Context: an optimization exercise on an open-source flow, tuned for small area, a short achievable clock period and few clock cycles. The choices shown serve that exercise and are no tape-out recipe. Where RTL was checked, it was by simulation tests only, not by an equivalence proof against the original. No activity file was given, so power comes from the tool's default toggle rates.

==> run X: inputs <==
## mycpu
module mycpu
  (
   input  logic        clk,
   input  logic        rst_n,
   output logic [15:0] a_out,
   input  logic [15:0] d_in,
   output logic [15:0] d_out,
   input  logic [15:0] io_in,
   output logic        wen_out,
   output logic        iom_out
   );
   function automatic logic [15:0] add16(input logic [15:0] a, input logic [15:0] b,
                                         input logic ci);
      logic [15:0] g, p, gg, pp, gn, pn;
      g = a & b;
      p = a ^ b;
      gg = g; pp = p;
      for (int d = 1; d < 16; d = d * 2) begin
         gn = gg; pn = pp;
         for (int i = d; i < 16; i++) begin
            gn[i] = gg[i] | (pp[i] & gg[i-d]);
            pn[i] = pp[i] & pp[i-d];
         end
         gg = gn; pp = pn;
      end
      add16[0] = p[0] ^ ci;
      for (int i = 1; i < 16; i++)
        add16[i] = p[i] ^ (gg[i-1] | (pp[i-1] & ci));
   endfunction
   function automatic logic [19:0] add20(input logic [19:0] a, input logic [19:0] b,
                                         input logic ci);
      logic [19:0] g, p, gg, pp, gn, pn;
      g = a & b;
      p = a ^ b;
      gg = g; pp = p;
      for (int d = 1; d < 20; d = d * 2) begin
         gn = gg; pn = pp;
         for (int i = d; i < 20; i++) begin
            gn[i] = gg[i] | (pp[i] & gg[i-d]);
            pn[i] = pp[i] & pp[i-d];
         end
         gg = gn; pp = pn;
      end
      add20[0] = p[0] ^ ci;
      for (int i = 1; i < 20; i++)
        add20[i] = p[i] ^ (gg[i-1] | (pp[i-1] & ci));
   endfunction
   function automatic logic [2:0] benc(input logic [2:0] b);
      benc[2] = b[1] ^ b[0];
      benc[1] = (b[2] & ~b[1] & ~b[0]) | (~b[2] & b[1] & b[0]);
      benc[0] = b[2];
   endfunction
   function automatic logic [16:0] brow(input logic [2:0] c, input logic [15:0] a);
      brow = ({17{c[2]}} & {a[15], a} | {17{c[1]}} & {a, 1'b0}) ^ {17{c[0]}};
   endfunction
   logic [15:0] pc;                  
   logic [15:0] ar;                  
   logic        started;             
   logic        halted;
   logic        d_valid;
   logic [15:0] d_ir;
   logic [2:0]  d_ra;                
   logic        d_ldi, d_breg, d_bimm, d_bones;
   logic        d_brc;               
   logic        e_valid;
   logic        e_bus;               
   logic        e_wr;                
  ...
Settings: LEC_CHECK=0, CAP_MARGIN=20, CORE_MARGIN=2, CORE_UTILIZATION=40, SLEW_MARGIN=20; clock period 12.0 ns.
standard.sh (not shown) runs the stock make flow with config.mk's settings and CLKGATE_MAP_FILE= SYNTH_SCRIPT=/design/flow/synth_recipe.tcl, a recipe that flattens the netlist after the stock synthesis.
==> flow/flow/run.sh <==
#!/bin/bash
# Standard layout; port buffers are buf_2 cells and repair_timing aims for extra setup slack.
set -euo pipefail
bash standard.sh "BUFFER_PORTS_ARGS=-buffer_cell sky130_fd_sc_hd__buf_2" SETUP_SLACK_MARGIN=8.5 finish > standard.log 2>&1
==> run R: changes against run X <==
--- a/flow/design.v
+++ b/flow/design.v
@@ -70,14 +70,17 @@
    logic [3:0]  e_lt;                
    logic        e_we, e_ld, e_ior, e_br, e_cond, e_hal;
    logic [2:0]  e_dr;
    logic [2:0]  e_sh;                
    logic [15:0] oa, ob;              
    logic [15:0] dout;                
+   logic [15:0] ms;                  
+   logic        mfirst;              
    logic [5:0]  bc;                  
    logic [2:0]  mk;                  
+   logic        mshort;              
    logic [7:0][15:0] rf;
    wire [6:0] op = d_ir[15:9];
    wire [2:0] f_dr = d_ir[8:6];
    wire [2:0] f_sb = d_ir[2:0];
    wire o_inc = op == 7'b0000001, o_add = op == 7'b0000010,
         o_mul  = op == 7'b0000011, o_sra = op == 7'b0000100, o_sub = op == 7'b0000101,
@@ -101,13 +104,13 @@
    wire [6:0] n_op   = d_in[15:9];
    wire       n_swap = n_op == 7'b0001100 || n_op == 7'b0001101 || n_op == 7'b0001110;
    wire       n_breg = n_op == 7'b0000010 || n_op == 7'b0000101 || n_op == 7'b0001000 ||
                        n_op == 7'b0001001 || n_op == 7'b0001010 || n_op == 7'b0000011 ||
                        n_op == 7'b0100000 || n_op == 7'b0100001;
    wire       n_bimm = n_op == 7'b1000010 || n_op == 7'b0000100 || n_op == 7'b0000111;
-   wire mul_busy = e_valid && e_mul && mk != 3'd4;
+   wire mul_busy = e_valid && e_mul && !(mshort ? mk == 3'd1 : mk == 3'd4);
    wire e_taken  = e_valid && e_br && e_cond;
    wire e_halt   = e_valid && e_hal;
    wire e_inb    = e_valid && (e_ld || e_ior);    
    wire [15:0] sum = add16(oa, ob ^ {16{e_binv}}, e_cin);
    wire [15:0] lgc = ({16{e_lt[3]}} & oa & ob) | ({16{e_lt[2]}} & oa & ~ob) |
                      ({16{e_lt[1]}} & ~oa & ob) | ({16{e_lt[0]}} & ~oa & ~ob);
@@ -117,19 +120,21 @@
    wire [15:0] shr3 = e_sh[1] ? {{2{fill}}, shr2[15:2]} : shr2;
    wire [15:0] shr  = e_sh[2] ? {{4{fill}}, shr3[15:4]} : shr3;
    wire [15:0] shl1 = {oa[14:0], 1'b0};
    wire [15:0] shl2 = e_sh[0] ? {shl1[14:0], 1'b0} : shl1;
    wire [15:0] shl3 = e_sh[1] ? {shl2[13:0], 2'b0} : shl2;
    wire [15:0] shl  = e_sh[2] ? {shl3[11:0], 4'b0} : shl3;
-   wire [15:0] ms   = dout;
-   wire [15:0] mres = (ms == {16{ob[15]}}) ? ob : (ms[15] ? 16'h8000 : 16'h7fff);
+   wire        mok  = mshort ? (ms[15:11] == {5{ms[11]}}) : (ms == {16{ob[15]}});
+   wire [15:0] mval = mshort ? {ms[11:0], ob[15:12]} : ob;
+   wire [15:0] mres = mok ? mval : (ms[15] ? 16'h8000 : 16'h7fff);
    wire [15:0] alu  = ({16{e_add}} & sum) | ({16{e_log}} & lgc) | ({16{e_shr}} & shr) |
                       ({16{e_shl}} & shl) | ({16{e_mul}} & mres);
    wire [16:0] r0  = brow(bc[2:0], oa);
    wire [16:0] r1  = brow(bc[5:3], oa);
-   wire [19:0] x0  = {{4{ms[15]}}, ms};
+   wire [15:0] msv = ms & {16{!mfirst}};
+   wire [19:0] x0  = {{4{msv[15]}}, msv};
    wire [19:0] x1  = {{3{r0[16]}}, r0};
    wire [19:0] x2  = {{1{r1[16]}}, r1, {2{bc[3]}}};
    wire [19:0] cs_s = x0 ^ x1 ^ x2;
    wire [19:0] cs_c = (x0 & x1) | (x0 & x2) | (x1 & x2);
    wire [19:0] mt  = add20(cs_s, {cs_c[18:0], bc[3]}, bc[0]);
    wire we = e_valid && e_we && !mul_busy && !e_inb;
@@ -188,26 +193,28 @@
          d_ldi   <= n_op == 7'b1001100;
          d_breg  <= n_breg;
          d_bimm  <= n_bimm;
          d_bones <= n_op == 7'b0000110;
          d_brc   <= n_op == 7'b1100000 || n_op == 7'b1100001;
       end
-      if (mul_busy) dout <= mt[19:4];
-      else dout <= op_b & {16{!o_mul}};
+      dout <= op_b;
+      ms   <= mt[19:4];
+      mfirst <= !mul_busy;
       if (e_inb) begin
          e_add  <= 1'b0;
          e_log  <= 1'b1;
          e_shr  <= 1'b0;
          e_shl  <= 1'b0;
          e_mul  <= 1'b0;
          e_lt   <= 4'b1100;
          e_ld   <= 1'b0;
          e_ior  <= 1'b0;
          e_br   <= 1'b0;
          e_hal  <= 1'b0;
          oa     <= e_ior ? io_in : d_in;
+         bc     <= {benc(rd_b[3:1]), benc({rd_b[1:0], 1'b0})};
       end else if (!mul_busy) begin
          e_add  <= c_add || o_brz || o_brn || o_jmp;
          e_log  <= c_log;
          e_shr  <= c_shr;
          e_shl  <= c_shl;
          e_mul  <= o_mul;
@@ -223,12 +230,13 @@
          e_hal  <= c_hal;
          e_dr   <= f_dr;
          e_sh   <= (o_sra || o_sla) ? f_sb : 3'd0;
          oa     <= op_a;
          ob     <= op_b;
          bc     <= {benc(rd_b[3:1]), benc({rd_b[1:0], 1'b0})};
+         mshort <= rd_b[15:3] == {13{rd_b[3]}};
       end else begin
          ob <= {mt[3:0], ob[15:4]};
          bc <= {benc(ob[7:5]), benc(ob[5:3])};
       end
       for (int i = 0; i < 8; i++)
         if (!started || (we && e_dr == i)) rf[i] <= wd0;
Settings changed: CORE_UTILIZATION 40 to 60, CTS_CLUSTER_DIAMETER set to 60, CTS_CLUSTER_SIZE set to 30.
==> run Z: changes against run X <==
--- a/flow/design.v
+++ b/flow/design.v
@@ -66,18 +66,21 @@
    logic        e_bus;               
    logic        e_wr;                
    logic        e_io;                
    logic        e_add, e_log, e_shr, e_shl, e_mul, e_cin, e_binv, e_fill;
    logic [3:0]  e_lt;                
    logic        e_we, e_ld, e_ior, e_br, e_cond, e_hal;
+   logic        e_inc;               
    logic [2:0]  e_dr;
    logic [2:0]  e_sh;                
    logic [15:0] oa, ob;              
-   logic [15:0] dout;                
+   logic [15:0] ms;                  
+   logic        mfirst;              
    logic [5:0]  bc;                  
    logic [2:0]  mk;                  
+   logic        mshort;              
    logic [7:0][15:0] rf;
    wire [6:0] op = d_ir[15:9];
    wire [2:0] f_dr = d_ir[8:6];
    wire [2:0] f_sb = d_ir[2:0];
    wire o_inc = op == 7'b0000001, o_add = op == 7'b0000010,
         o_mul  = op == 7'b0000011, o_sra = op == 7'b0000100, o_sub = op == 7'b0000101,
@@ -101,13 +104,13 @@
    wire [6:0] n_op   = d_in[15:9];
    wire       n_swap = n_op == 7'b0001100 || n_op == 7'b0001101 || n_op == 7'b0001110;
    wire       n_breg = n_op == 7'b0000010 || n_op == 7'b0000101 || n_op == 7'b0001000 ||
                        n_op == 7'b0001001 || n_op == 7'b0001010 || n_op == 7'b0000011 ||
                        n_op == 7'b0100000 || n_op == 7'b0100001;
    wire       n_bimm = n_op == 7'b1000010 || n_op == 7'b0000100 || n_op == 7'b0000111;
-   wire mul_busy = e_valid && e_mul && mk != 3'd4;
+   wire mul_busy = e_valid && e_mul && !(mshort ? mk == 3'd1 : mk == 3'd4);
    wire e_taken  = e_valid && e_br && e_cond;
    wire e_halt   = e_valid && e_hal;
    wire e_inb    = e_valid && (e_ld || e_ior);    
    wire [15:0] sum = add16(oa, ob ^ {16{e_binv}}, e_cin);
    wire [15:0] lgc = ({16{e_lt[3]}} & oa & ob) | ({16{e_lt[2]}} & oa & ~ob) |
                      ({16{e_lt[1]}} & ~oa & ob) | ({16{e_lt[0]}} & ~oa & ~ob);
@@ -117,44 +120,53 @@
    wire [15:0] shr3 = e_sh[1] ? {{2{fill}}, shr2[15:2]} : shr2;
    wire [15:0] shr  = e_sh[2] ? {{4{fill}}, shr3[15:4]} : shr3;
    wire [15:0] shl1 = {oa[14:0], 1'b0};
    wire [15:0] shl2 = e_sh[0] ? {shl1[14:0], 1'b0} : shl1;
    wire [15:0] shl3 = e_sh[1] ? {shl2[13:0], 2'b0} : shl2;
    wire [15:0] shl  = e_sh[2] ? {shl3[11:0], 4'b0} : shl3;
-   wire [15:0] ms   = dout;
-   wire [15:0] mres = (ms == {16{ob[15]}}) ? ob : (ms[15] ? 16'h8000 : 16'h7fff);
+   wire        mok  = mshort ? (ms[15:11] == {5{ms[11]}}) : (ms == {16{ob[15]}});
+   wire [15:0] mval = mshort ? {ms[11:0], ob[15:12]} : ob;
+   wire [15:0] mres = mok ? mval : (ms[15] ? 16'h8000 : 16'h7fff);
    wire [15:0] alu  = ({16{e_add}} & sum) | ({16{e_log}} & lgc) | ({16{e_shr}} & shr) |
                       ({16{e_shl}} & shl) | ({16{e_mul}} & mres);
    wire [16:0] r0  = brow(bc[2:0], oa);
    wire [16:0] r1  = brow(bc[5:3], oa);
-   wire [19:0] x0  = {{4{ms[15]}}, ms};
+   wire [15:0] msv = ms & {16{!mfirst}};
+   wire [19:0] x0  = {{4{msv[15]}}, msv};
    wire [19:0] x1  = {{3{r0[16]}}, r0};
    wire [19:0] x2  = {{1{r1[16]}}, r1, {2{bc[3]}}};
    wire [19:0] cs_s = x0 ^ x1 ^ x2;
    wire [19:0] cs_c = (x0 & x1) | (x0 & x2) | (x1 & x2);
    wire [19:0] mt  = add20(cs_s, {cs_c[18:0], bc[3]}, bc[0]);
    wire we = e_valid && e_we && !mul_busy && !e_inb;
+   wire ld_e = !mul_busy && !e_inb;      
    wire [15:0] wd0 = alu & {16{started}};
    wire [15:0] rd_a = rf[d_ra];
    wire [15:0] rd_b = rf[f_sb];
    wire fwd   = e_valid && e_we && !mul_busy && !e_inb;
    wire fwd_a = fwd && e_dr == d_ra;
    wire fwd_b = fwd && e_dr == f_sb;
    wire [6:0]  offm = {f_dr[2], f_dr, f_sb} - 7'd1;
    wire [15:0] op_a = d_ldi ? {13'b0, f_sb} : d_brc ? pc : fwd_a ? alu : rd_a;
    wire [15:0] op_b = d_breg ? (fwd_b ? alu : rd_b) :
                       d_bimm ? {13'b0, f_sb} : d_brc ? {{9{offm[6]}}, offm} : {16{d_bones}};
    wire ra_zero = rd_a == 16'h0;
    wire ra_neg  = fwd_a ? alu[15] : rd_a[15];
-   wire mul_wait = (o_mul && fwd_b) || (o_brz && fwd_a);
+   wire inc_neg  = oa[15] ^ (&oa[14:0]);
+   wire inc_zero = &oa;
+   wire known_d  = !fwd_a || e_inc;
+   wire cond_d   = o_brn ? (fwd_a ? inc_neg : rd_a[15]) : (fwd_a ? inc_zero : ra_zero);
+   wire [15:0] tgt_d = pc + {{9{offm[6]}}, offm};
+   wire mul_wait = (o_mul && fwd_b) || (o_brz && fwd_a && !e_inc);
    wire e_stop = e_taken || e_halt || halted;
    wire adv    = d_valid && !mul_busy && !(e_valid && e_bus) && !e_stop && !mul_wait;
    wire fetch  = !mul_busy && !(e_valid && e_bus) && !e_stop && (adv || !d_valid);
-   wire [15:0] pc_next = e_taken ? sum : fetch ? pc + 16'd1 : pc;
+   wire d_redirect = adv && d_brc && known_d && cond_d;
+   wire [15:0] pc_next = e_taken ? sum : d_redirect ? tgt_d : fetch ? pc + 16'd1 : pc;
    assign a_out   = ar;
-   assign d_out   = dout;
+   assign d_out   = ob;
    assign wen_out = !e_wr;
    assign iom_out = e_io;
    always_ff @(posedge clk or negedge rst_n)
      if (!rst_n) begin
         pc      <= 16'h0;
         ar      <= 16'h0;
@@ -168,13 +180,13 @@
         mk      <= 3'd0;
      end else begin
         started <= 1'b1;
         if (e_halt) halted <= 1'b1;
         pc <= pc_next;
         ar <= (adv && c_bus) ? op_a : pc_next;
-        if (e_stop) d_valid <= 1'b0;
+        if (e_stop || d_redirect) d_valid <= 1'b0;
         else if (fetch) d_valid <= 1'b1;
         else if (adv) d_valid <= 1'b0;
         if (!mul_busy) e_valid <= adv || e_inb;
         e_bus <= adv && c_bus;
         e_wr  <= adv && (o_st || o_iow);
         e_io  <= adv && (o_ior || o_iow);    
@@ -188,49 +200,37 @@
          d_ldi   <= n_op == 7'b1001100;
          d_breg  <= n_breg;
          d_bimm  <= n_bimm;
          d_bones <= n_op == 7'b0000110;
          d_brc   <= n_op == 7'b1100000 || n_op == 7'b1100001;
       end
-      if (mul_busy) dout <= mt[19:4];
-      else dout <= op_b & {16{!o_mul}};
-      if (e_inb) begin
-         e_add  <= 1'b0;
-         e_log  <= 1'b1;
-         e_shr  <= 1'b0;
-         e_shl  <= 1'b0;
-         e_mul  <= 1'b0;
-         e_lt   <= 4'b1100;
-         e_ld   <= 1'b0;
-         e_ior  <= 1'b0;
-         e_br   <= 1'b0;
-         e_hal  <= 1'b0;
-         oa     <= e_ior ? io_in : d_in;
-      end else if (!mul_busy) begin
-         e_add  <= c_add || o_brz || o_brn || o_jmp;
-         e_log  <= c_log;
-         e_shr  <= c_shr;
-         e_shl  <= c_shl;
-         e_mul  <= o_mul;
-         e_cin  <= o_inc | o_sub;
-         e_binv <= o_sub;
-         e_fill <= o_sra;
-         e_lt   <= lt;
-         e_we   <= c_we;
-         e_ld   <= o_ld;
-         e_ior  <= o_ior;
-         e_br   <= o_brz || o_brn || o_jmp;
-         e_cond <= o_jmp || (o_brz && ra_zero) || (o_brn && ra_neg);
-         e_hal  <= c_hal;
-         e_dr   <= f_dr;
-         e_sh   <= (o_sra || o_sla) ? f_sb : 3'd0;
-         oa     <= op_a;
-         ob     <= op_b;
-         bc     <= {benc(rd_b[3:1]), benc({rd_b[1:0], 1'b0})};
-      end else begin
-         ob <= {mt[3:0], ob[15:4]};
-         bc <= {benc(ob[7:5]), benc(ob[5:3])};
+      ms   <= mt[19:4];
+      mfirst <= !mul_busy;
+      e_cin  <= o_inc | o_sub;
+      e_binv <= o_sub;
+      e_fill <= o_sra;
+      e_sh   <= (o_sra || o_sla) ? f_sb : 3'd0;
+      e_lt   <= e_inb ? 4'b1100 : lt;
+      e_add  <= ld_e && (c_add || o_brz || o_brn || o_jmp);
+      e_log  <= e_inb || (ld_e && c_log);
+      e_shr  <= ld_e && c_shr;
+      e_shl  <= ld_e && c_shl;
+      e_br   <= ld_e && (o_jmp || ((o_brz || o_brn) && !known_d));
+      e_inc  <= ld_e && o_inc;
+      e_cond <= o_jmp || (o_brz && ra_zero) || (o_brn && ra_neg);
+      e_hal  <= ld_e && c_hal;
+      e_ld   <= ld_e && o_ld;
+      e_ior  <= ld_e && o_ior;
+      bc     <= mul_busy ? {benc(ob[7:5]), benc(ob[5:3])} : {benc(rd_b[3:1]), benc({rd_b[1:0], 1'b0})};
+      ob     <= mul_busy ? {mt[3:0], ob[15:4]} : op_b;
+      if (e_inb) oa <= e_ior ? io_in : d_in;
+      else if (!mul_busy) oa <= op_a;
+      if (!mul_busy) begin
+         e_mul  <= ld_e && o_mul;
+         e_we   <= e_inb || c_we;
+         if (!e_inb) e_dr <= f_dr;
+         mshort <= rd_b[15:3] == {13{rd_b[3]}};
       end
       for (int i = 0; i < 8; i++)
         if (!started || (we && e_dr == i)) rf[i] <= wd0;
    end
 endmodule
Settings changed: CTS_CLUSTER_DIAMETER set to 100, CTS_CLUSTER_SIZE set to 25.
==> notes <==
- Run Z ran to the end with no violations. Run X passed the timing, DRC and antenna checks. Run R passed the timing, DRC and antenna checks.
- Clock-buffer cell count, highest first: run X, run R, run Z.
- Between run X and run Z, the lower maximum frequency is in run X (gap 3.6%, measured against run Z).
- Sequential cell count: run X < run Z < run R.
- Global-route usage, lowest first: run X, run Z, run R.
- Wire length, highest first: run Z, run X, run R.
- Cell count: run X is lower than run Z (11%).
- Between run R and run Z, the lower clock power is in run Z (gap about 40%, measured against run Z).
Testbench counts of run X, summed over its fixed seeds: cycles 273,451.
Testbench counts of run R, summed over its fixed seeds: cycles 261,871.
Function not checked in run Z: the RTL went through the layout flow alone.

==> what the ideal ports hide <==
The flow's constraints put no driver on any port. The routed layouts listed below were extracted and timed again, unchanged, in two steps. Step 1 assumes that a clkbuf_16 drives the clock port and a buf_2 every other input. Step 2 adds t to the input delays and takes it off the output delays; t is the mean of the earliest and latest rising clock arrival at the registers after step 1. Input paths then give back, and output paths get back, about the clock's delay inside the block. Slacks: ideal / step 1 / step 2; pairs: ideal / step 1.
| run | shift t [ns] | setup slack, ns | clock arrival spread, ns | worst register clock-pin slew, ns | worst data-port slew with drivers (ns) |
|---|---|---|---|---|---|
| run X | 0.631 | 8.301 / 8.301 / 8.301 | 0.051 / 0.050 | 0.07 / 0.07 | 0.05 |
| run R | 0.619 | 8.424 / 8.424 / 8.259 | 0.037 / 0.037 | 0.10 / 0.10 | 0.03 |
| run Z | 0.597 | 8.435 / 8.392 / 8.277 | 0.033 / 0.032 | 0.11 / 0.11 | 0.04 |
After both steps setup and hold are still met in every run listed. For run R, which loses most, drivers alone change the setup slack by 0.000 ns; drivers and shift together by -0.165 ns.
